Background: an optimization exercise with open tools, aiming at small area. Do not read the settings as production practice. Function not checked in this run: the RTL went through the layout flow alone. The clock cells of this run come from the design's own scripts or RTL, not from TritonCTS. The flow treats the clock pin as an ideal source. Dropping or thinning the clock tree relies on that and would not hold on a real chip. Power is estimated from default activity; no workload was simulated.

### design/flow/config.mk
export PLATFORM = sky130hd
export DESIGN_NAME = cla64_reg
export DESIGN_NICKNAME = cla64_reg
export VERILOG_FILES = /design/flow/design.v
export SDC_FILE = /design/flow/constraint.sdc
export NUM_CORES = 4
export LEC_CHECK = 0
export ABC_CLOCK_PERIOD_IN_PS = 3000
export CAP_MARGIN = 20
export CORE_MARGIN = 2
export CORE_UTILIZATION = 60
export GPL_TIMING_DRIVEN = 0
export SLEW_MARGIN = 20
export SYNTH_HIERARCHICAL = 1
export SYNTH_MINIMUM_KEEP_SIZE = 0
### design/flow/flow/run.sh
#!/bin/bash
# Standard ORFS layout (the standard.sh) with changes that only affect
# how the layout is built:
#  - after floorplanning, every combinational cell is swapped for the
#    smallest cell of its family (downsize.tcl); the flow's timing repair
#    then sizes up only the cells that need it,
#  - port buffers use the smallest buffer cell,
#  - the clock tree is a balanced two-level tree of small clock buffers
#    (mycts.tcl, through ORFS's PRE_CTS_TCL hook) instead of TritonCTS's,
#  - after global routing, cells on paths with slack are downsized
#    (ORFS's power recovery step).
set -euo pipefail
here=$(pwd)
export BUFFER_PORTS_ARGS="-buffer_cell sky130_fd_sc_hd__buf_1"
export PRE_CTS_TCL=$here/flow/cts_hook.tcl
export MYCTS_DIR=$here/flow
export MYCTS_NX=3 MYCTS_NY=4
export MYCTS_LEAF=sky130_fd_sc_hd__clkbuf_4 MYCTS_ROOT=sky130_fd_sc_hd__clkbuf_4
export RECOVER_POWER=100
bash standard.sh floorplan > flow_make_floorplan.log 2>&1
res=$here/orfs/results/$FLOW_PLATFORM/cla64_reg/base
cp $res/2_floorplan.odb $res/2_floorplan_synth_sizes.odb
ODB_IN=$res/2_floorplan_synth_sizes.odb ODB_OUT=$res/2_floorplan.odb \
  openroad -no_init -exit flow/downsize.tcl > downsize.log 2>&1
bash standard.sh > flow_make.log 2>&1
### design/flow/design.v
module Carry_Look_Ahead_64bit(
	input	wire	[63:0]	A, B,
	input	wire		Cin,
	output	wire	[63:0]	S,
	output	wire		Cout
);
	wire	p0;
	wire	g0;
	wire	cn1;
	wire	pn1;
	wire	gn1;
	wire	c2;
	wire	p2;
	wire	g2;
	wire	cn3;
	wire	pn3;
	wire	gn3;
	wire	c4;
	wire	Cx1;
	wire	Cy1;
	wire	pn4;
	wire	gn4;
	wire	c5;
	wire	pn5;
	wire	gn5;
	wire	h1_2;
	wire	pp1_2;
	wire	cn6;
	wire	p6;
	wire	g6;
	wire	hn1_3;
	wire	ppn1_3;
	wire	c7;
	wire	pn7;
	wire	gn7;
	wire	h1_4;
	wire	pp1_4;
	wire	bc1n;
	wire	Cx2;
	wire	Cy2;
	wire	pn8;
	wire	gn8;
	wire	c9;
	wire	pn9;
	wire	gn9;
	wire	h2_2;
	wire	pp2_2;
	wire	cn10;
	wire	p10;
	wire	g10;
	wire	hn2_3;
	wire	ppn2_3;
	wire	c11;
	wire	pn11;
	wire	gn11;
	wire	h2_4;
	wire	pp2_4;
	wire	cn12;
	wire	p12;
	wire	g12;
	wire	hn2_5;
	wire	ppn2_5;
	wire	bc2;
	wire	Cx3;
	wire	Cy3;
	wire	pn13;
	wire	gn13;
	wire	c14;
	wire	pn14;
	wire	gn14;
	wire	h3_2;
	wire	pp3_2;
	wire	cn15;
	wire	p15;
	wire	g15;
	wire	hn3_3;
	wire	ppn3_3;
	wire	c16;
	wire	pn16;
	wire	gn16;
	wire	h3_4;
	wire	pp3_4;
	wire	cn17;
	wire	p17;
	wire	g17;
	wire	hn3_5;
	wire	ppn3_5;
	wire	c18;
	wire	pn18;
	wire	gn18;
	wire	h3_6;
	wire	pp3_6;
	wire	bc3n;
	wire	Cx4;
	wire	Cy4;
	wire	pn19;
	wire	gn19;
	wire	c20;
	wire	pn20;
	wire	gn20;
	wire	h4_2;
	wire	pp4_2;
	wire	cn21;
	wire	p21;
	wire	g21;
	wire	hn4_3;
	wire	ppn4_3;
	wire	c22;
	wire	pn22;
	wire	gn22;
	wire	h4_4;
	wire	pp4_4;
	wire	cn23;
	wire	p23;
	wire	g23;
	wire	hn4_5;
	wire	ppn4_5;
	wire	c24;
	wire	pn24;
	wire	gn24;
	wire	h4_6;
	wire	pp4_6;
	wire	cn25;
	wire	p25;
	wire	g25;
	wire	hn4_7;
	wire	ppn4_7;
	wire	bc4;
	wire	Cx5;
	wire	Cy5;
	wire	pn26;
	wire	gn26;
	wire	c27;
	wire	pn27;
	wire	gn27;
	wire	h5_2;
	wire	pp5_2;
	wire	cn28;
	wire	p28;
	wire	g28;
	wire	hn5_3;
	wire	ppn5_3;
	wire	c29;
	wire	pn29;
	wire	gn29;
	wire	h5_4;
	wire	pp5_4;
	wire	cn30;
	wire	p30;
	wire	g30;
	wire	hn5_5;
	wire	ppn5_5;
	wire	c31;
	wire	pn31;
	wire	gn31;
	wire	h5_6;
	wire	pp5_6;
	wire	bc5n;
	wire	Cx6;
	wire	Cy6;
	wire	pn32;
	wire	gn32;
	wire	c33;
	wire	pn33;
	wire	gn33;
	wire	h6_2;
	wire	pp6_2;
	wire	cn34;
	wire	p34;
	wire	g34;
	wire	hn6_3;
	wire	ppn6_3;
	wire	c35;
	wire	pn35;
	wire	gn35;
	wire	h6_4;
	wire	pp6_4;
	wire	cn36;
	wire	p36;
	wire	g36;
	wire	hn6_5;
	wire	ppn6_5;
	wire	c37;
	wire	pn37;
	wire	gn37;
	wire	h6_6;
	wire	pp6_6;
	wire	cn38;
	wire	p38;
	wire	g38;
	wire	hn6_7;
	wire	ppn6_7;
	wire	bc6;
	wire	Cx7;
	wire	Cy7;
	wire	pn39;
	wire	gn39;
	wire	c40;
	wire	pn40;
	wire	gn40;
	wire	h7_2;
	wire	pp7_2;
	wire	cn41;
	wire	p41;
	wire	g41;
	wire	hn7_3;
	wire	ppn7_3;
	wire	c42;
	wire	pn42;
	wire	gn42;
	wire	h7_4;
	wire	pp7_4;
	wire	cn43;
	wire	p43;
	wire	g43;
	wire	hn7_5;
	wire	ppn7_5;
	wire	c44;
	wire	pn44;
	wire	gn44;
	wire	h7_6;
	wire	pp7_6;
	wire	cn45;
	wire	p45;
	wire	g45;
	wire	hn7_7;
	wire	ppn7_7;
	wire	c46;
	wire	pn46;
	wire	gn46;
	wire	h7_8;
	wire	pp7_8;
	wire	bc7n;
	wire	Cx8;
	wire	Cy8;
	wire	pn47;
	wire	gn47;
	wire	c48;
	wire	pn48;
	wire	gn48;
	wire	h8_2;
	wire	pp8_2;
	wire	cn49;
	wire	p49;
	wire	g49;
	wire	hn8_3;
	wire	ppn8_3;
	wire	c50;
	wire	pn50;
	wire	gn50;
	wire	h8_4;
	wire	pp8_4;
	wire	cn51;
	wire	p51;
	wire	g51;
	wire	hn8_5;
	wire	ppn8_5;
	wire	c52;
	wire	pn52;
	wire	gn52;
	wire	h8_6;
	wire	pp8_6;
	wire	cn53;
	wire	p53;
	wire	g53;
	wire	hn8_7;
	wire	ppn8_7;
	wire	c54;
	wire	pn54;
	wire	gn54;
	wire	h8_8;
	wire	pp8_8;
	wire	cn55;
	wire	p55;
	wire	g55;
	wire	hn8_9;
	wire	ppn8_9;
	wire	bc8;
	wire	Cx9;
	wire	Cy9;
	wire	pn56;
	wire	gn56;
	wire	c57;
	wire	pn57;
	wire	gn57;
	wire	h9_2;
	wire	pp9_2;
	wire	cn58;
	wire	p58;
	wire	g58;
	wire	hn9_3;
	wire	ppn9_3;
	wire	c59;
	wire	pn59;
	wire	gn59;
	wire	h9_4;
	wire	pp9_4;
	wire	cn60;
	wire	p60;
	wire	g60;
	wire	hn9_5;
	wire	ppn9_5;
	wire	c61;
	wire	pn61;
	wire	gn61;
	wire	h9_6;
	wire	pp9_6;
	wire	cn62;
	wire	p62;
	wire	g62;
	wire	hn9_7;
	wire	ppn9_7;
	wire	c63;
	wire	pn63;
	wire	gn63;
	wire	h9_8;
	wire	pp9_8;
	wire	bc9n;
	ha_pg u1(.a(A[0]), .b(B[0]), .p(p0), .g(g0));
	xor2 u2(.a(p0), .b(Cin), .y(S[0]));
	aoi21 u3(.a1(p0), .a2(Cin), .b1(g0), .y(cn1));
	xnor2 u4(.a(A[1]), .b(B[1]), .y(pn1));
	nand2 u5(.a(A[1]), .b(B[1]), .y(gn1));
	xor2 u6(.a(pn1), .b(cn1), .y(S[1]));
	oai21 u7(.a1(pn1), .a2(cn1), .b1(gn1), .y(c2));
	ha_pg u8(.a(A[2]), .b(B[2]), .p(p2), .g(g2));
	xor2 u9(.a(p2), .b(c2), .y(S[2]));
	aoi21 u10(.a1(p2), .a2(c2), .b1(g2), .y(cn3));
	xnor2 u11(.a(A[3]), .b(B[3]), .y(pn3));
	nand2 u12(.a(A[3]), .b(B[3]), .y(gn3));
	xor2 u13(.a(pn3), .b(cn3), .y(S[3]));
	oai21 u14(.a1(pn3), .a2(cn3), .b1(gn3), .y(c4));
	inv u15(.a(c4), .y(Cx1));
	inv u16(.a(Cx1), .y(Cy1));
	xnor2 u17(.a(A[4]), .b(B[4]), .y(pn4));
	nand2 u18(.a(A[4]), .b(B[4]), .y(gn4));
	xnor2 u19(.a(pn4), .b(Cy1), .y(S[4]));
	oai21 u20(.a1(pn4), .a2(Cx1), .b1(gn4), .y(c5));
	xnor2 u21(.a(A[5]), .b(B[5]), .y(pn5));
	nand2 u22(.a(A[5]), .b(B[5]), .y(gn5));
	xnor2 u23(.a(pn5), .b(c5), .y(S[5]));
	oai21 u24(.a1(pn5), .a2(gn4), .b1(gn5), .y(h1_2));
	nor2 u25(.a(pn4), .b(pn5), .y(pp1_2));
	aoi21 u26(.a1(pp1_2), .a2(Cy1), .b1(h1_2), .y(cn6));
	ha_pg u27(.a(A[6]), .b(B[6]), .p(p6), .g(g6));
	xnor2 u28(.a(p6), .b(cn6), .y(S[6]));
	aoi21 u29(.a1(p6), .a2(h1_2), .b1(g6), .y(hn1_3));
	nand2 u30(.a(pp1_2), .b(p6), .y(ppn1_3));
	oai21 u31(.a1(ppn1_3), .a2(Cx1), .b1(hn1_3), .y(c7));
	xnor2 u32(.a(A[7]), .b(B[7]), .y(pn7));
	nand2 u33(.a(A[7]), .b(B[7]), .y(gn7));
	xnor2 u34(.a(pn7), .b(c7), .y(S[7]));
	oai21 u35(.a1(pn7), .a2(hn1_3), .b1(gn7), .y(h1_4));
	nor2 u36(.a(ppn1_3), .b(pn7), .y(pp1_4));
	aoi21 u37(.a1(pp1_4), .a2(c4), .b1(h1_4), .y(bc1n));
	inv u38(.a(bc1n), .y(Cx2));
	inv u39(.a(Cx2), .y(Cy2));
	xnor2 u40(.a(A[8]), .b(B[8]), .y(pn8));
	nand2 u41(.a(A[8]), .b(B[8]), .y(gn8));
	xnor2 u42(.a(pn8), .b(Cx2), .y(S[8]));
	oai21 u43(.a1(pn8), .a2(Cy2), .b1(gn8), .y(c9));
	xnor2 u44(.a(A[9]), .b(B[9]), .y(pn9));
	nand2 u45(.a(A[9]), .b(B[9]), .y(gn9));
	xnor2 u46(.a(pn9), .b(c9), .y(S[9]));
	oai21 u47(.a1(pn9), .a2(gn8), .b1(gn9), .y(h2_2));
	nor2 u48(.a(pn8), .b(pn9), .y(pp2_2));
	aoi21 u49(.a1(pp2_2), .a2(Cx2), .b1(h2_2), .y(cn10));
	ha_pg u50(.a(A[10]), .b(B[10]), .p(p10), .g(g10));
	xnor2 u51(.a(p10), .b(cn10), .y(S[10]));
	aoi21 u52(.a1(p10), .a2(h2_2), .b1(g10), .y(hn2_3));
	nand2 u53(.a(pp2_2), .b(p10), .y(ppn2_3));
	oai21 u54(.a1(ppn2_3), .a2(Cy2), .b1(hn2_3), .y(c11));
	xnor2 u55(.a(A[11]), .b(B[11]), .y(pn11));
	nand2 u56(.a(A[11]), .b(B[11]), .y(gn11));
	xnor2 u57(.a(pn11), .b(c11), .y(S[11]));
	oai21 u58(.a1(pn11), .a2(hn2_3), .b1(gn11), .y(h2_4));
	nor2 u59(.a(ppn2_3), .b(pn11), .y(pp2_4));
	aoi21 u60(.a1(pp2_4), .a2(Cx2), .b1(h2_4), .y(cn12));
	ha_pg u61(.a(A[12]), .b(B[12]), .p(p12), .g(g12));
	xnor2 u62(.a(p12), .b(cn12), .y(S[12]));
	aoi21 u63(.a1(p12), .a2(h2_4), .b1(g12), .y(hn2_5));
	nand2 u64(.a(pp2_4), .b(p12), .y(ppn2_5));
	oai21 u65(.a1(ppn2_5), .a2(bc1n), .b1(hn2_5), .y(bc2));
	inv u66(.a(bc2), .y(Cx3));
	inv u67(.a(Cx3), .y(Cy3));
	xnor2 u68(.a(A[13]), .b(B[13]), .y(pn13));
	nand2 u69(.a(A[13]), .b(B[13]), .y(gn13));
	xnor2 u70(.a(pn13), .b(Cy3), .y(S[13]));
	oai21 u71(.a1(pn13), .a2(Cx3), .b1(gn13), .y(c14));
	xnor2 u72(.a(A[14]), .b(B[14]), .y(pn14));
	nand2 u73(.a(A[14]), .b(B[14]), .y(gn14));
	xnor2 u74(.a(pn14), .b(c14), .y(S[14]));
	oai21 u75(.a1(pn14), .a2(gn13), .b1(gn14), .y(h3_2));
	nor2 u76(.a(pn13), .b(pn14), .y(pp3_2));
	aoi21 u77(.a1(pp3_2), .a2(Cy3), .b1(h3_2), .y(cn15));
	ha_pg u78(.a(A[15]), .b(B[15]), .p(p15), .g(g15));
	xnor2 u79(.a(p15), .b(cn15), .y(S[15]));
	aoi21 u80(.a1(p15), .a2(h3_2), .b1(g15), .y(hn3_3));
	nand2 u81(.a(pp3_2), .b(p15), .y(ppn3_3));
	oai21 u82(.a1(ppn3_3), .a2(Cx3), .b1(hn3_3), .y(c16));
	xnor2 u83(.a(A[16]), .b(B[16]), .y(pn16));
	nand2 u84(.a(A[16]), .b(B[16]), .y(gn16));
	xnor2 u85(.a(pn16), .b(c16), .y(S[16]));
	oai21 u86(.a1(pn16), .a2(hn3_3), .b1(gn16), .y(h3_4));
	nor2 u87(.a(ppn3_3), .b(pn16), .y(pp3_4));
	aoi21 u88(.a1(pp3_4), .a2(Cy3), .b1(h3_4), .y(cn17));
	ha_pg u89(.a(A[17]), .b(B[17]), .p(p17), .g(g17));
	xnor2 u90(.a(p17), .b(cn17), .y(S[17]));
	aoi21 u91(.a1(p17), .a2(h3_4), .b1(g17), .y(hn3_5));
	nand2 u92(.a(pp3_4), .b(p17), .y(ppn3_5));
	oai21 u93(.a1(ppn3_5), .a2(Cx3), .b1(hn3_5), .y(c18));
	xnor2 u94(.a(A[18]), .b(B[18]), .y(pn18));
	nand2 u95(.a(A[18]), .b(B[18]), .y(gn18));
	xnor2 u96(.a(pn18), .b(c18), .y(S[18]));
	oai21 u97(.a1(pn18), .a2(hn3_5), .b1(gn18), .y(h3_6));
	nor2 u98(.a(ppn3_5), .b(pn18), .y(pp3_6));
	aoi21 u99(.a1(pp3_6), .a2(bc2), .b1(h3_6), .y(bc3n));
	inv u100(.a(bc3n), .y(Cx4));
	inv u101(.a(Cx4), .y(Cy4));
	xnor2 u102(.a(A[19]), .b(B[19]), .y(pn19));
	nand2 u103(.a(A[19]), .b(B[19]), .y(gn19));
	xnor2 u104(.a(pn19), .b(Cx4), .y(S[19]));
	oai21 u105(.a1(pn19), .a2(Cy4), .b1(gn19), .y(c20));
	xnor2 u106(.a(A[20]), .b(B[20]), .y(pn20));
	nand2 u107(.a(A[20]), .b(B[20]), .y(gn20));
	xnor2 u108(.a(pn20), .b(c20), .y(S[20]));
	oai21 u109(.a1(pn20), .a2(gn19), .b1(gn20), .y(h4_2));
	nor2 u110(.a(pn19), .b(pn20), .y(pp4_2));
	aoi21 u111(.a1(pp4_2), .a2(Cx4), .b1(h4_2), .y(cn21));
	ha_pg u112(.a(A[21]), .b(B[21]), .p(p21), .g(g21));
	xnor2 u113(.a(p21), .b(cn21), .y(S[21]));
	aoi21 u114(.a1(p21), .a2(h4_2), .b1(g21), .y(hn4_3));
	nand2 u115(.a(pp4_2), .b(p21), .y(ppn4_3));
	oai21 u116(.a1(ppn4_3), .a2(Cy4), .b1(hn4_3), .y(c22));
	xnor2 u117(.a(A[22]), .b(B[22]), .y(pn22));
	nand2 u118(.a(A[22]), .b(B[22]), .y(gn22));
	xnor2 u119(.a(pn22), .b(c22), .y(S[22]));
	oai21 u120(.a1(pn22), .a2(hn4_3), .b1(gn22), .y(h4_4));
	nor2 u121(.a(ppn4_3), .b(pn22), .y(pp4_4));
	aoi21 u122(.a1(pp4_4), .a2(Cx4), .b1(h4_4), .y(cn23));
	ha_pg u123(.a(A[23]), .b(B[23]), .p(p23), .g(g23));
	xnor2 u124(.a(p23), .b(cn23), .y(S[23]));
	aoi21 u125(.a1(p23), .a2(h4_4), .b1(g23), .y(hn4_5));
	nand2 u126(.a(pp4_4), .b(p23), .y(ppn4_5));
	oai21 u127(.a1(ppn4_5), .a2(Cy4), .b1(hn4_5), .y(c24));
	xnor2 u128(.a(A[24]), .b(B[24]), .y(pn24));
	nand2 u129(.a(A[24]), .b(B[24]), .y(gn24));
	xnor2 u130(.a(pn24), .b(c24), .y(S[24]));
	oai21 u131(.a1(pn24), .a2(hn4_5), .b1(gn24), .y(h4_6));
	nor2 u132(.a(ppn4_5), .b(pn24), .y(pp4_6));
	aoi21 u133(.a1(pp4_6), .a2(Cx4), .b1(h4_6), .y(cn25));
	ha_pg u134(.a(A[25]), .b(B[25]), .p(p25), .g(g25));
	xnor2 u135(.a(p25), .b(cn25), .y(S[25]));
	aoi21 u136(.a1(p25), .a2(h4_6), .b1(g25), .y(hn4_7));
	nand2 u137(.a(pp4_6), .b(p25), .y(ppn4_7));
	oai21 u138(.a1(ppn4_7), .a2(bc3n), .b1(hn4_7), .y(bc4));
	inv u139(.a(bc4), .y(Cx5));
	inv u140(.a(Cx5), .y(Cy5));
	xnor2 u141(.a(A[26]), .b(B[26]), .y(pn26));
	nand2 u142(.a(A[26]), .b(B[26]), .y(gn26));
	xnor2 u143(.a(pn26), .b(Cy5), .y(S[26]));
	oai21 u144(.a1(pn26), .a2(Cx5), .b1(gn26), .y(c27));
	xnor2 u145(.a(A[27]), .b(B[27]), .y(pn27));
	nand2 u146(.a(A[27]), .b(B[27]), .y(gn27));
	xnor2 u147(.a(pn27), .b(c27), .y(S[27]));
	oai21 u148(.a1(pn27), .a2(gn26), .b1(gn27), .y(h5_2));
	nor2 u149(.a(pn26), .b(pn27), .y(pp5_2));
	aoi21 u150(.a1(pp5_2), .a2(Cy5), .b1(h5_2), .y(cn28));
	ha_pg u151(.a(A[28]), .b(B[28]), .p(p28), .g(g28));
	xnor2 u152(.a(p28), .b(cn28), .y(S[28]));
	aoi21 u153(.a1(p28), .a2(h5_2), .b1(g28), .y(hn5_3));
	nand2 u154(.a(pp5_2), .b(p28), .y(ppn5_3));
	oai21 u155(.a1(ppn5_3), .a2(Cx5), .b1(hn5_3), .y(c29));
	xnor2 u156(.a(A[29]), .b(B[29]), .y(pn29));
	nand2 u157(.a(A[29]), .b(B[29]), .y(gn29));
	xnor2 u158(.a(pn29), .b(c29), .y(S[29]));
	oai21 u159(.a1(pn29), .a2(hn5_3), .b1(gn29), .y(h5_4));
	nor2 u160(.a(ppn5_3), .b(pn29), .y(pp5_4));
	aoi21 u161(.a1(pp5_4), .a2(Cy5), .b1(h5_4), .y(cn30));
	ha_pg u162(.a(A[30]), .b(B[30]), .p(p30), .g(g30));
	xnor2 u163(.a(p30), .b(cn30), .y(S[30]));
	aoi21 u164(.a1(p30), .a2(h5_4), .b1(g30), .y(hn5_5));
	nand2 u165(.a(pp5_4), .b(p30), .y(ppn5_5));
	oai21 u166(.a1(ppn5_5), .a2(Cx5), .b1(hn5_5), .y(c31));
	xnor2 u167(.a(A[31]), .b(B[31]), .y(pn31));
	nand2 u168(.a(A[31]), .b(B[31]), .y(gn31));
	xnor2 u169(.a(pn31), .b(c31), .y(S[31]));
	oai21 u170(.a1(pn31), .a2(hn5_5), .b1(gn31), .y(h5_6));
	nor2 u171(.a(ppn5_5), .b(pn31), .y(pp5_6));
	aoi21 u172(.a1(pp5_6), .a2(bc4), .b1(h5_6), .y(bc5n));
	inv u173(.a(bc5n), .y(Cx6));
	inv u174(.a(Cx6), .y(Cy6));
	xnor2 u175(.a(A[32]), .b(B[32]), .y(pn32));
	nand2 u176(.a(A[32]), .b(B[32]), .y(gn32));
	xnor2 u177(.a(pn32), .b(Cx6), .y(S[32]));
	oai21 u178(.a1(pn32), .a2(Cy6), .b1(gn32), .y(c33));
	xnor2 u179(.a(A[33]), .b(B[33]), .y(pn33));
	nand2 u180(.a(A[33]), .b(B[33]), .y(gn33));
	xnor2 u181(.a(pn33), .b(c33), .y(S[33]));
	oai21 u182(.a1(pn33), .a2(gn32), .b1(gn33), .y(h6_2));
	nor2 u183(.a(pn32), .b(pn33), .y(pp6_2));
	aoi21 u184(.a1(pp6_2), .a2(Cx6), .b1(h6_2), .y(cn34));
	ha_pg u185(.a(A[34]), .b(B[34]), .p(p34), .g(g34));
	xnor2 u186(.a(p34), .b(cn34), .y(S[34]));
	aoi21 u187(.a1(p34), .a2(h6_2), .b1(g34), .y(hn6_3));
	nand2 u188(.a(pp6_2), .b(p34), .y(ppn6_3));
	oai21 u189(.a1(ppn6_3), .a2(Cy6), .b1(hn6_3), .y(c35));
	xnor2 u190(.a(A[35]), .b(B[35]), .y(pn35));
	nand2 u191(.a(A[35]), .b(B[35]), .y(gn35));
	xnor2 u192(.a(pn35), .b(c35), .y(S[35]));
	oai21 u193(.a1(pn35), .a2(hn6_3), .b1(gn35), .y(h6_4));
	nor2 u194(.a(ppn6_3), .b(pn35), .y(pp6_4));
	aoi21 u195(.a1(pp6_4), .a2(Cx6), .b1(h6_4), .y(cn36));
	ha_pg u196(.a(A[36]), .b(B[36]), .p(p36), .g(g36));
	xnor2 u197(.a(p36), .b(cn36), .y(S[36]));
	aoi21 u198(.a1(p36), .a2(h6_4), .b1(g36), .y(hn6_5));
	nand2 u199(.a(pp6_4), .b(p36), .y(ppn6_5));
	oai21 u200(.a1(ppn6_5), .a2(Cy6), .b1(hn6_5), .y(c37));
	xnor2 u201(.a(A[37]), .b(B[37]), .y(pn37));
	nand2 u202(.a(A[37]), .b(B[37]), .y(gn37));
	xnor2 u203(.a(pn37), .b(c37), .y(S[37]));
	oai21 u204(.a1(pn37), .a2(hn6_5), .b1(gn37), .y(h6_6));
	nor2 u205(.a(ppn6_5), .b(pn37), .y(pp6_6));
	aoi21 u206(.a1(pp6_6), .a2(Cx6), .b1(h6_6), .y(cn38));
	ha_pg u207(.a(A[38]), .b(B[38]), .p(p38), .g(g38));
	xnor2 u208(.a(p38), .b(cn38), .y(S[38]));
	aoi21 u209(.a1(p38), .a2(h6_6), .b1(g38), .y(hn6_7));
	nand2 u210(.a(pp6_6), .b(p38), .y(ppn6_7));
	oai21 u211(.a1(ppn6_7), .a2(bc5n), .b1(hn6_7), .y(bc6));
	inv u212(.a(bc6), .y(Cx7));
	inv u213(.a(Cx7), .y(Cy7));
	xnor2 u214(.a(A[39]), .b(B[39]), .y(pn39));
	nand2 u215(.a(A[39]), .b(B[39]), .y(gn39));
	xnor2 u216(.a(pn39), .b(Cy7), .y(S[39]));
	oai21 u217(.a1(pn39), .a2(Cx7), .b1(gn39), .y(c40));
	xnor2 u218(.a(A[40]), .b(B[40]), .y(pn40));
	nand2 u219(.a(A[40]), .b(B[40]), .y(gn40));
	xnor2 u220(.a(pn40), .b(c40), .y(S[40]));
	oai21 u221(.a1(pn40), .a2(gn39), .b1(gn40), .y(h7_2));
	nor2 u222(.a(pn39), .b(pn40), .y(pp7_2));
	aoi21 u223(.a1(pp7_2), .a2(Cy7), .b1(h7_2), .y(cn41));
	ha_pg u224(.a(A[41]), .b(B[41]), .p(p41), .g(g41));
	xnor2 u225(.a(p41), .b(cn41), .y(S[41]));
	aoi21 u226(.a1(p41), .a2(h7_2), .b1(g41), .y(hn7_3));
	nand2 u227(.a(pp7_2), .b(p41), .y(ppn7_3));
	oai21 u228(.a1(ppn7_3), .a2(Cx7), .b1(hn7_3), .y(c42));
	xnor2 u229(.a(A[42]), .b(B[42]), .y(pn42));
	nand2 u230(.a(A[42]), .b(B[42]), .y(gn42));
	xnor2 u231(.a(pn42), .b(c42), .y(S[42]));
	oai21 u232(.a1(pn42), .a2(hn7_3), .b1(gn42), .y(h7_4));
	nor2 u233(.a(ppn7_3), .b(pn42), .y(pp7_4));
	aoi21 u234(.a1(pp7_4), .a2(Cy7), .b1(h7_4), .y(cn43));
	ha_pg u235(.a(A[43]), .b(B[43]), .p(p43), .g(g43));
	xnor2 u236(.a(p43), .b(cn43), .y(S[43]));
	aoi21 u237(.a1(p43), .a2(h7_4), .b1(g43), .y(hn7_5));
	nand2 u238(.a(pp7_4), .b(p43), .y(ppn7_5));
	oai21 u239(.a1(ppn7_5), .a2(Cx7), .b1(hn7_5), .y(c44));
	xnor2 u240(.a(A[44]), .b(B[44]), .y(pn44));
	nand2 u241(.a(A[44]), .b(B[44]), .y(gn44));
	xnor2 u242(.a(pn44), .b(c44), .y(S[44]));
	oai21 u243(.a1(pn44), .a2(hn7_5), .b1(gn44), .y(h7_6));
	nor2 u244(.a(ppn7_5), .b(pn44), .y(pp7_6));
	aoi21 u245(.a1(pp7_6), .a2(Cy7), .b1(h7_6), .y(cn45));
	ha_pg u246(.a(A[45]), .b(B[45]), .p(p45), .g(g45));
	xnor2 u247(.a(p45), .b(cn45), .y(S[45]));
	aoi21 u248(.a1(p45), .a2(h7_6), .b1(g45), .y(hn7_7));
	nand2 u249(.a(pp7_6), .b(p45), .y(ppn7_7));
	oai21 u250(.a1(ppn7_7), .a2(Cx7), .b1(hn7_7), .y(c46));
	xnor2 u251(.a(A[46]), .b(B[46]), .y(pn46));
	nand2 u252(.a(A[46]), .b(B[46]), .y(gn46));
	xnor2 u253(.a(pn46), .b(c46), .y(S[46]));
	oai21 u254(.a1(pn46), .a2(hn7_7), .b1(gn46), .y(h7_8));
	nor2 u255(.a(ppn7_7), .b(pn46), .y(pp7_8));
	aoi21 u256(.a1(pp7_8), .a2(bc6), .b1(h7_8), .y(bc7n));
	inv u257(.a(bc7n), .y(Cx8));
	inv u258(.a(Cx8), .y(Cy8));
	xnor2 u259(.a(A[47]), .b(B[47]), .y(pn47));
	nand2 u260(.a(A[47]), .b(B[47]), .y(gn47));
	xnor2 u261(.a(pn47), .b(Cx8), .y(S[47]));
	oai21 u262(.a1(pn47), .a2(Cy8), .b1(gn47), .y(c48));
	xnor2 u263(.a(A[48]), .b(B[48]), .y(pn48));
	nand2 u264(.a(A[48]), .b(B[48]), .y(gn48));
	xnor2 u265(.a(pn48), .b(c48), .y(S[48]));
	oai21 u266(.a1(pn48), .a2(gn47), .b1(gn48), .y(h8_2));
	nor2 u267(.a(pn47), .b(pn48), .y(pp8_2));
	aoi21 u268(.a1(pp8_2), .a2(Cx8), .b1(h8_2), .y(cn49));
	ha_pg u269(.a(A[49]), .b(B[49]), .p(p49), .g(g49));
	xnor2 u270(.a(p49), .b(cn49), .y(S[49]));
	aoi21 u271(.a1(p49), .a2(h8_2), .b1(g49), .y(hn8_3));
	nand2 u272(.a(pp8_2), .b(p49), .y(ppn8_3));
	oai21 u273(.a1(ppn8_3), .a2(Cy8), .b1(hn8_3), .y(c50));
	xnor2 u274(.a(A[50]), .b(B[50]), .y(pn50));
	nand2 u275(.a(A[50]), .b(B[50]), .y(gn50));
	xnor2 u276(.a(pn50), .b(c50), .y(S[50]));
	oai21 u277(.a1(pn50), .a2(hn8_3), .b1(gn50), .y(h8_4));
	nor2 u278(.a(ppn8_3), .b(pn50), .y(pp8_4));
	aoi21 u279(.a1(pp8_4), .a2(Cx8), .b1(h8_4), .y(cn51));
	ha_pg u280(.a(A[51]), .b(B[51]), .p(p51), .g(g51));
	xnor2 u281(.a(p51), .b(cn51), .y(S[51]));
	aoi21 u282(.a1(p51), .a2(h8_4), .b1(g51), .y(hn8_5));
	nand2 u283(.a(pp8_4), .b(p51), .y(ppn8_5));
	oai21 u284(.a1(ppn8_5), .a2(Cy8), .b1(hn8_5), .y(c52));
	xnor2 u285(.a(A[52]), .b(B[52]), .y(pn52));
	nand2 u286(.a(A[52]), .b(B[52]), .y(gn52));
	xnor2 u287(.a(pn52), .b(c52), .y(S[52]));
	oai21 u288(.a1(pn52), .a2(hn8_5), .b1(gn52), .y(h8_6));
	nor2 u289(.a(ppn8_5), .b(pn52), .y(pp8_6));
	aoi21 u290(.a1(pp8_6), .a2(Cx8), .b1(h8_6), .y(cn53));
	ha_pg u291(.a(A[53]), .b(B[53]), .p(p53), .g(g53));
	xnor2 u292(.a(p53), .b(cn53), .y(S[53]));
	aoi21 u293(.a1(p53), .a2(h8_6), .b1(g53), .y(hn8_7));
	nand2 u294(.a(pp8_6), .b(p53), .y(ppn8_7));
	oai21 u295(.a1(ppn8_7), .a2(Cy8), .b1(hn8_7), .y(c54));
	xnor2 u296(.a(A[54]), .b(B[54]), .y(pn54));
	nand2 u297(.a(A[54]), .b(B[54]), .y(gn54));
	xnor2 u298(.a(pn54), .b(c54), .y(S[54]));
	oai21 u299(.a1(pn54), .a2(hn8_7), .b1(gn54), .y(h8_8));
	nor2 u300(.a(ppn8_7), .b(pn54), .y(pp8_8));
	aoi21 u301(.a1(pp8_8), .a2(Cx8), .b1(h8_8), .y(cn55));
	ha_pg u302(.a(A[55]), .b(B[55]), .p(p55), .g(g55));
	xnor2 u303(.a(p55), .b(cn55), .y(S[55]));
	aoi21 u304(.a1(p55), .a2(h8_8), .b1(g55), .y(hn8_9));
	nand2 u305(.a(pp8_8), .b(p55), .y(ppn8_9));
	oai21 u306(.a1(ppn8_9), .a2(bc7n), .b1(hn8_9), .y(bc8));
	inv u307(.a(bc8), .y(Cx9));
	inv u308(.a(Cx9), .y(Cy9));
	xnor2 u309(.a(A[56]), .b(B[56]), .y(pn56));
	nand2 u310(.a(A[56]), .b(B[56]), .y(gn56));
	xnor2 u311(.a(pn56), .b(Cy9), .y(S[56]));
	oai21 u312(.a1(pn56), .a2(Cx9), .b1(gn56), .y(c57));
	xnor2 u313(.a(A[57]), .b(B[57]), .y(pn57));
	nand2 u314(.a(A[57]), .b(B[57]), .y(gn57));
	xnor2 u315(.a(pn57), .b(c57), .y(S[57]));
	oai21 u316(.a1(pn57), .a2(gn56), .b1(gn57), .y(h9_2));
	nor2 u317(.a(pn56), .b(pn57), .y(pp9_2));
	aoi21 u318(.a1(pp9_2), .a2(Cy9), .b1(h9_2), .y(cn58));
	ha_pg u319(.a(A[58]), .b(B[58]), .p(p58), .g(g58));
	xnor2 u320(.a(p58), .b(cn58), .y(S[58]));
	aoi21 u321(.a1(p58), .a2(h9_2), .b1(g58), .y(hn9_3));
	nand2 u322(.a(pp9_2), .b(p58), .y(ppn9_3));
	oai21 u323(.a1(ppn9_3), .a2(Cx9), .b1(hn9_3), .y(c59));
	xnor2 u324(.a(A[59]), .b(B[59]), .y(pn59));
	nand2 u325(.a(A[59]), .b(B[59]), .y(gn59));
	xnor2 u326(.a(pn59), .b(c59), .y(S[59]));
	oai21 u327(.a1(pn59), .a2(hn9_3), .b1(gn59), .y(h9_4));
	nor2 u328(.a(ppn9_3), .b(pn59), .y(pp9_4));
	aoi21 u329(.a1(pp9_4), .a2(Cy9), .b1(h9_4), .y(cn60));
	ha_pg u330(.a(A[60]), .b(B[60]), .p(p60), .g(g60));
	xnor2 u331(.a(p60), .b(cn60), .y(S[60]));
	aoi21 u332(.a1(p60), .a2(h9_4), .b1(g60), .y(hn9_5));
	nand2 u333(.a(pp9_4), .b(p60), .y(ppn9_5));
	oai21 u334(.a1(ppn9_5), .a2(Cx9), .b1(hn9_5), .y(c61));
	xnor2 u335(.a(A[61]), .b(B[61]), .y(pn61));
	nand2 u336(.a(A[61]), .b(B[61]), .y(gn61));
	xnor2 u337(.a(pn61), .b(c61), .y(S[61]));
	oai21 u338(.a1(pn61), .a2(hn9_5), .b1(gn61), .y(h9_6));
	nor2 u339(.a(ppn9_5), .b(pn61), .y(pp9_6));
	aoi21 u340(.a1(pp9_6), .a2(Cy9), .b1(h9_6), .y(cn62));
	ha_pg u341(.a(A[62]), .b(B[62]), .p(p62), .g(g62));
	xnor2 u342(.a(p62), .b(cn62), .y(S[62]));
	aoi21 u343(.a1(p62), .a2(h9_6), .b1(g62), .y(hn9_7));
	nand2 u344(.a(pp9_6), .b(p62), .y(ppn9_7));
	oai21 u345(.a1(ppn9_7), .a2(Cx9), .b1(hn9_7), .y(c63));
	xnor2 u346(.a(A[63]), .b(B[63]), .y(pn63));
	nand2 u347(.a(A[63]), .b(B[63]), .y(gn63));
	xnor2 u348(.a(pn63), .b(c63), .y(S[63]));
	oai21 u349(.a1(pn63), .a2(hn9_7), .b1(gn63), .y(h9_8));
	nor2 u350(.a(ppn9_7), .b(pn63), .y(pp9_8));
	aoi21 u351(.a1(pp9_8), .a2(bc8), .b1(h9_8), .y(bc9n));
	inv u352(.a(bc9n), .y(Cout));
endmodule
module ha_pg(input wire a, input wire b, output wire p, output wire g);
	assign p = a ^ b;
	assign g = a & b;
endmodule
module xor2(input wire a, input wire b, output wire y);
	assign y = a ^ b;
endmodule
module xnor2(input wire a, input wire b, output wire y);
	assign y = ~(a ^ b);
endmodule
module nand2(input wire a, input wire b, output wire y);
	assign y = ~(a & b);
endmodule
module nor2(input wire a, input wire b, output wire y);
	assign y = ~(a | b);
endmodule
module inv(input wire a, output wire y);
	assign y = ~a;
endmodule
module aoi21(input wire a1, input wire a2, input wire b1, output wire y);
	assign y = ~(a1 & a2 | b1);
endmodule
module oai21(input wire a1, input wire a2, input wire b1, output wire y);
	assign y = ~((a1 | a2) & b1);
endmodule
module cla64_reg(
	input	wire		clk,
	input	wire	[63:0]	A,
	input	wire	[63:0]	B,
	input	wire		Cin,
	output	reg	[63:0]	S,
	output	reg		Cout
);
	wire	[64:0]	sum;
	reg	[64:0]	sum_r;
Carry_Look_Ahead_64bit u_add(.A(A), .B(B), .Cin(Cin), .S(sum[63:0]), .Cout(sum[64]));
always @(posedge clk) begin
	sum_r <= sum;
	{Cout, S} <= sum_r;
end
endmodule
### design/flow/flow/mycts.tcl
# A small two-level clock tree, used in place of TritonCTS: the clock port
# drives one root clock buffer, which drives one leaf clock buffer per group
# of flip-flops; the flip-flops are split into groups by position (columns,
# then rows within a column).  Leaves sit at their group's centroid, the root
# at the centroid of the leaves.  Settings (environment):
#   MYCTS_NX, MYCTS_NY   groups across and up (default 2 x 2)
#   MYCTS_LEAF, MYCTS_ROOT  buffer cells
proc mycts_env { name default } {
  if { [info exists ::env($name)] && $::env($name) ne "" } { return $::env($name) }
  return $default
}

proc mycts_build { } {
  set nx [mycts_env MYCTS_NX 2]
  set ny [mycts_env MYCTS_NY 2]
  set leafm_name [mycts_env MYCTS_LEAF sky130_fd_sc_hd__clkbuf_8]
  set rootm_name [mycts_env MYCTS_ROOT sky130_fd_sc_hd__clkbuf_4]
  set db [ord::get_db]
  set block [ord::get_db_block]
  set leafm [$db findMaster $leafm_name]
  set rootm [$db findMaster $rootm_name]
  set clknet [$block findNet clk]
  set sinks {}
  foreach it [$clknet getITerms] {
    set inst [$it getInst]
    set loc [$inst getLocation]
    lappend sinks [list $it [lindex $loc 0] [lindex $loc 1]]
  }
  set n [llength $sinks]
  set sinks [lsort -integer -index 1 $sinks]
  set groups {}
  for { set cx 0 } { $cx < $nx } { incr cx } {
    set lo [expr { $cx * $n / $nx }]
    set hi [expr { ($cx + 1) * $n / $nx - 1 }]
    set col [lsort -integer -index 2 [lrange $sinks $lo $hi]]
    set m [llength $col]
    for { set cy 0 } { $cy < $ny } { incr cy } {
      set l2 [expr { $cy * $m / $ny }]
      set h2 [expr { ($cy + 1) * $m / $ny - 1 }]
      lappend groups [lrange $col $l2 $h2]
    }
  }
  # root buffer, fed by the clock port
  set root [odb::dbInst_create $block $rootm "mycts_root"]
  set rootnet [odb::dbNet_create $block "mycts_root_net"]
  $rootnet setSigType CLOCK
  [$root findITerm A] connect $clknet
  [$root findITerm X] connect $rootnet
  set sx 0; set sy 0; set k 0
  foreach g $groups {
    set gx 0; set gy 0
    foreach s $g { incr gx [lindex $s 1]; incr gy [lindex $s 2] }
    set gx [expr { $gx / [llength $g] }]
    set gy [expr { $gy / [llength $g] }]
    set leaf [odb::dbInst_create $block $leafm "mycts_leaf_$k"]
    set net [odb::dbNet_create $block "mycts_leaf_net_$k"]
    $net setSigType CLOCK
    [$leaf findITerm A] connect $rootnet
    [$leaf findITerm X] connect $net
    foreach s $g {
      set it [lindex $s 0]
      $it disconnect
      $it connect $net
    }
    $leaf setLocation $gx $gy
    $leaf setPlacementStatus PLACED
    incr sx $gx; incr sy $gy; incr k
  }
  $root setLocation [expr { $sx / $k }] [expr { $sy / $k }]
  $root setPlacementStatus PLACED
  $clknet setSigType CLOCK
  puts "mycts: $n sinks, $k leaf buffers ($leafm_name), root $rootm_name"
}
### design/flow/flow/cts_hook.tcl
# PRE_CTS_TCL hook: build the clock tree with mycts.tcl instead of TritonCTS.
# The rest of ORFS's CTS step (timing repair, detailed placement) runs as usual.
source $::env(MYCTS_DIR)/mycts.tcl
rename clock_tree_synthesis tritoncts_clock_tree_synthesis
proc clock_tree_synthesis { args } {
  mycts_build
  set_propagated_clock [all_clocks]
}
### design/flow/flow/downsize.tcl
# Swap every combinational cell of the synthesized netlist for the smallest
# cell of its family (same function, lower drive strength), so that later
# timing repair sizes up only the cells that need it.
# usage: openroad -exit downsize.tcl   (env ODB_IN, ODB_OUT)
read_db $::env(ODB_IN)
set db [ord::get_db]
set block [ord::get_db_block]
array set best {}
foreach lib [$db getLibs] {
  foreach m [$lib getMasters] {
    set n [$m getName]
    if {![regexp {^(sky130_fd_sc_hd__[a-z0-9]+)_([0-9]+)$} $n -> base drive]} { continue }
    set a [expr {[$m getWidth] * [$m getHeight]}]
    if {![info exists best($base)] || $a < [lindex $best($base) 1]} {
      set best($base) [list $m $a]
    }
  }
}
set n 0
foreach inst [$block getInsts] {
  set m [$inst getMaster]
  set name [$m getName]
  if {![regexp {^(sky130_fd_sc_hd__[a-z0-9]+)_([0-9]+)$} $name -> base drive]} { continue }
  if {[string match "*df*" $base] || [string match "*clk*" $base] || [string match "*tap*" $base]} { continue }
  set a [expr {[$m getWidth] * [$m getHeight]}]
  set b $best($base)
  if {[lindex $b 1] < $a} {
    $inst swapMaster [lindex $b 0]
    incr n
  }
}
puts "downsize: swapped $n instances"
write_db $::env(ODB_OUT)
### design/flow/standard.sh
#!/bin/bash
# synth_recipe.tcl (not shown) runs the flow's synth.tcl, then flattens the netlist and writes it again
# the make line also repeats each setting of config.mk as NAME=value (left out here)
make -C /OpenROAD-flow-scripts/flow DESIGN_CONFIG=/design/flow/config.mk WORK_HOME=/design/flow/orfs CLKGATE_MAP_FILE= SYNTH_SCRIPT=/design/flow/synth_recipe.tcl "${@:-finish}"
### design/flow/constraint.sdc
create_clock -name core_clock -period 3.0 [get_ports {clk}]
set_input_delay 0.6000 -clock core_clock [delete_from_list [all_inputs] [get_ports {clk}]]
set_output_delay 0.6000 -clock core_clock [all_outputs]
set_load 0.01 [all_outputs]
==> flow_summary.ini <==
[sta]
finClkSkew_ns = 0.0106
grt_setup_unrepaired = true
tightest_slew_ns = 0.341
max_slew_margin_pct = 77.1
fin_crit_sh_pct = 95.6
hold_viol_final = 0
slew_viol_final = 0
finalSetupViolations = 0
hold_slack_ns = 0.322
tns_ns = 0
min_period_ns = 2.87
max_clock_freq_mhz = 348

[floorplanning]
fp.dieH_um = 95.3
coreArea_um2 = 8130
die_w_um = 95.3
die_area_um2 = 9080
pin_count = 195
start_util_pct = 61.5
num_rows = 33

[yosys]
seq_area_frac_synth_pct = 52.0
synthesis.nets = 637
ys.warnings.count = 7
synth_common_cells = dfxtp_1, xnor2_1, nand2_1, o21ai_1, a21oi_2
synthArstFlopShare_pct = 0
yosys.cell_types.count = 9
syn_avg_cell_area_um2 = 10.4
synth.area.top_cells = dfxtp_1, xnor2_1, a21oi_2
synthesis.instances = 482
ys_seq_elements = 130
synth_most_common_cell = dfxtp_1
synth_edf_count = 0
syn_area_um2 = 5000
yosys.area.top_type = dfxtp_1
ys.flop_type = dfxtp_1
synth_top_area_share_pct = 52.0

[drt]
dr.pass1.iters = 4
vias_per_cell = 4.72
drt_iter0_markers = 49
ant_nets = 0
drc = 0
finalWirelength_mm = 8.80
vias = 3760
wire_per_inst_um = 11.1

[final_layout]
final_layout_size_suffix_gt1_share_pct = 4.05
finish.utilization_pct = 71.5
stdcell_area_um2 = 5810
area_growth_pct = 16.2
n_antenna_cell = 0
final_nets = 848
fillers = 659

[cts]
clkTransAtPathRegs_ns = 0.11
postCtsHoldBufs = 0
clk-insertion-delay-late_ns = 0.47

[power]
power_density_nw_per_um2 = 639
total_power_mw = 3.71
peakVddDrop_uv = 303
leakage_nw = 2.23

[min_path]
hp-start = sum_r[48]
hold_depth = 0
hold_end = S[48]
holdCritPathClass = register to register

[status]
outcome = timing/DRC/antenna clean

[placed_design]
dpl_cell_area_um2 = 5660
place_congestion = 0.830
dpl.hpwl_mm = 7.29
portBuffers = 194

[critical_path]
start_kind = input port
r2r-start = sum_r[41]
r2r_end = S[41]
reg2reg_depth = 0
critPathKind = input port to register
critPathRequiredTime_ns = 3.40
crit_arrival_ns = 3.27
crit_path_max_fanout = 5
reg2reg_slack_ns = 2.59
crit_path_end_kind = register

[grt]
grt_use_total_pct = 18.0
grt-ovfl-total = 0
grt_pass1_wl_mm = 13.4
grt_pass1_vias = 3467
grt_max_degree = 13
antenna_found_initial = 0

[job]
cap_violations = 0
## timing repair
action	CTS	global route
resized for setup	6	7
endpoints found under the setup margin	16	19
pin swaps	1	2
buffers inserted	1	1
## critical path, stage by stage
cell	delay (ns)
buf_1	0.08
ha_1	0.33
a21oi_2	0.18
o21ai_1	0.13
a21oi_2	0.17
o21ai_1	0.12
a21oi_2	0.19
o21ai_2	0.11
a21oi_2	0.21
o21ai_2	0.10
a21oi_2	0.17
o21ai_2	0.10
a21oi_2	0.20
o21ai_2	0.11
inv_2	0.11
inv_2	0.07
a21oi_1	0.17
xnor2_1	0.13
## sequential cells by signal, indices dropped and copies added, names as in the netlist
register	flops
Cout	1
S	64
sum_r	65
## Yosys stat by module, one instance, submodules excluded, excerpt
| module | times used | cells inside | area [um2] | flip-flops and latches |
|---|---|---|---|---|
| oai21 | 62 | 1 | 5.00 | 0 |
| xnor2 | 99 | 1 | 8.76 | 0 |
| cla64_reg | 1 | 130 | 2600 | 130 |
| xor2 | 4 | 1 | 8.76 | 0 |
| nor2 | 28 | 1 | 3.75 | 0 |
| inv | 19 | 1 | 3.75 | 0 |
| ha_pg | 25 | 1 | 12.5 | 0 |
| aoi21 | 53 | 1 | 8.76 | 0 |
| nand2 | 62 | 1 | 3.75 | 0 |
## power by group
part | leakage (nW) | switching (mW) | total [mW] | internal (mW)
registers | 1.10 | 0.0843 | 2.21 | 2.12
clock network | 0.0598 | 0.445 | 0.644 | 0.200
logic | 1.07 | 0.504 | 0.861 | 0.357
## logic make-up (layout without fill, tap and decap cells)
kind of cell	count (synthesis)	after routing	share of synthesized area (%)
compound gates	115	115	15.5
xor+xnor	103	103	18.0
fa+ha+maj	25	25	6.25
buf+inv	19	228	1.43
flops	130	130	52.0
simple gates	90	90	6.75
## metal layers
metal | track usage, % | part of all wire (%)
met2 | 34.6 | 49
met1 | 18.4 | 38
met3 | 5.22 | 10
met5 | 0 | 0
met4 | 6.04 | 3.1
## final cells by class
| type | instances | area [um2] | area share, % |
|---|---|---|---|
| flip-flops and latches | 130 | 2600 | 44.8 |
| multi-input cells | 333 | 2170 | 37.3 |
| repair buffers | 196 | 743 | 12.8 |
| well taps | 105 | 131 | 2.26 |
| plain buffers | 13 | 97.6 | 1.68 |
| inverters | 19 | 71.3 | 1.23 |
## how the worst max path moves through the flow
stage | slack (ns) | start | endpoint
6_report | 0.13 | A[0] | sum_r[60]
5_1_grt | -0.05 | A[0] | sum_r[58]
4_1_cts | 0.02 | A[0] | sum_r[54]
3_5_place_dp | -0.78 | A[0] | sum_r[60]
3_3_place_gp | -0.74 | A[0] | sum_r[62]
2_1_floorplan | 0.04 | A[0] | sum_r[58]
## layout by cell type, fill, tap and decap left out
cell,synthesis,routed
xor2_1,4,4
inv_2,0,3
buf_4,0,2
dfxtp_1,130,130
nand2_1,62,62
o21ai_2,0,4
o21ai_1,62,58
nor2_1,28,28
a21oi_1,0,47
ha_1,25,25
a21oi_2,53,6
buf_1,0,194
xnor2_1,99,99
inv_1,19,16
clkbuf_4,0,13
## per-stage QoR
| stage | worst slack (ns) | instances |
|---|---|---|
| CTS | 0.0221 | 795 |
| global placement | -0.740 | 781 |
| finish | 0.131 | 796 |
| detailed placement | -0.780 | 781 |
| global route | -0.0529 | 796 |
| floorplan | 0.0375 | 482 |

## separate check: timing with driven ports
The flow's constraints put no driver on any port. The routed layout listed below was extracted and timed again, unchanged, in two steps. Step 1, drivers: a clkbuf_16 drives clk and a buf_2 each remaining input, both assumed. Step 2 also shifts input and output timing later by t, the mid clock arrival at the registers, as if the neighbouring blocks saw the same clock. a / b / c = ideal ports / drivers / drivers and shift; a / b = the first two.
shift t [ns]: 0.488
slack for setup (ns): 0.131 / 0.126 / -0.362
worst setup path at the end: input to register
slew at the worst register clock pin (ns): 0.11 / 0.11
With both steps, setup timing fails in this run, where it was met with ideal ports. For this run, drivers alone change the setup slack by -0.005 ns; drivers and shift together by -0.493 ns.
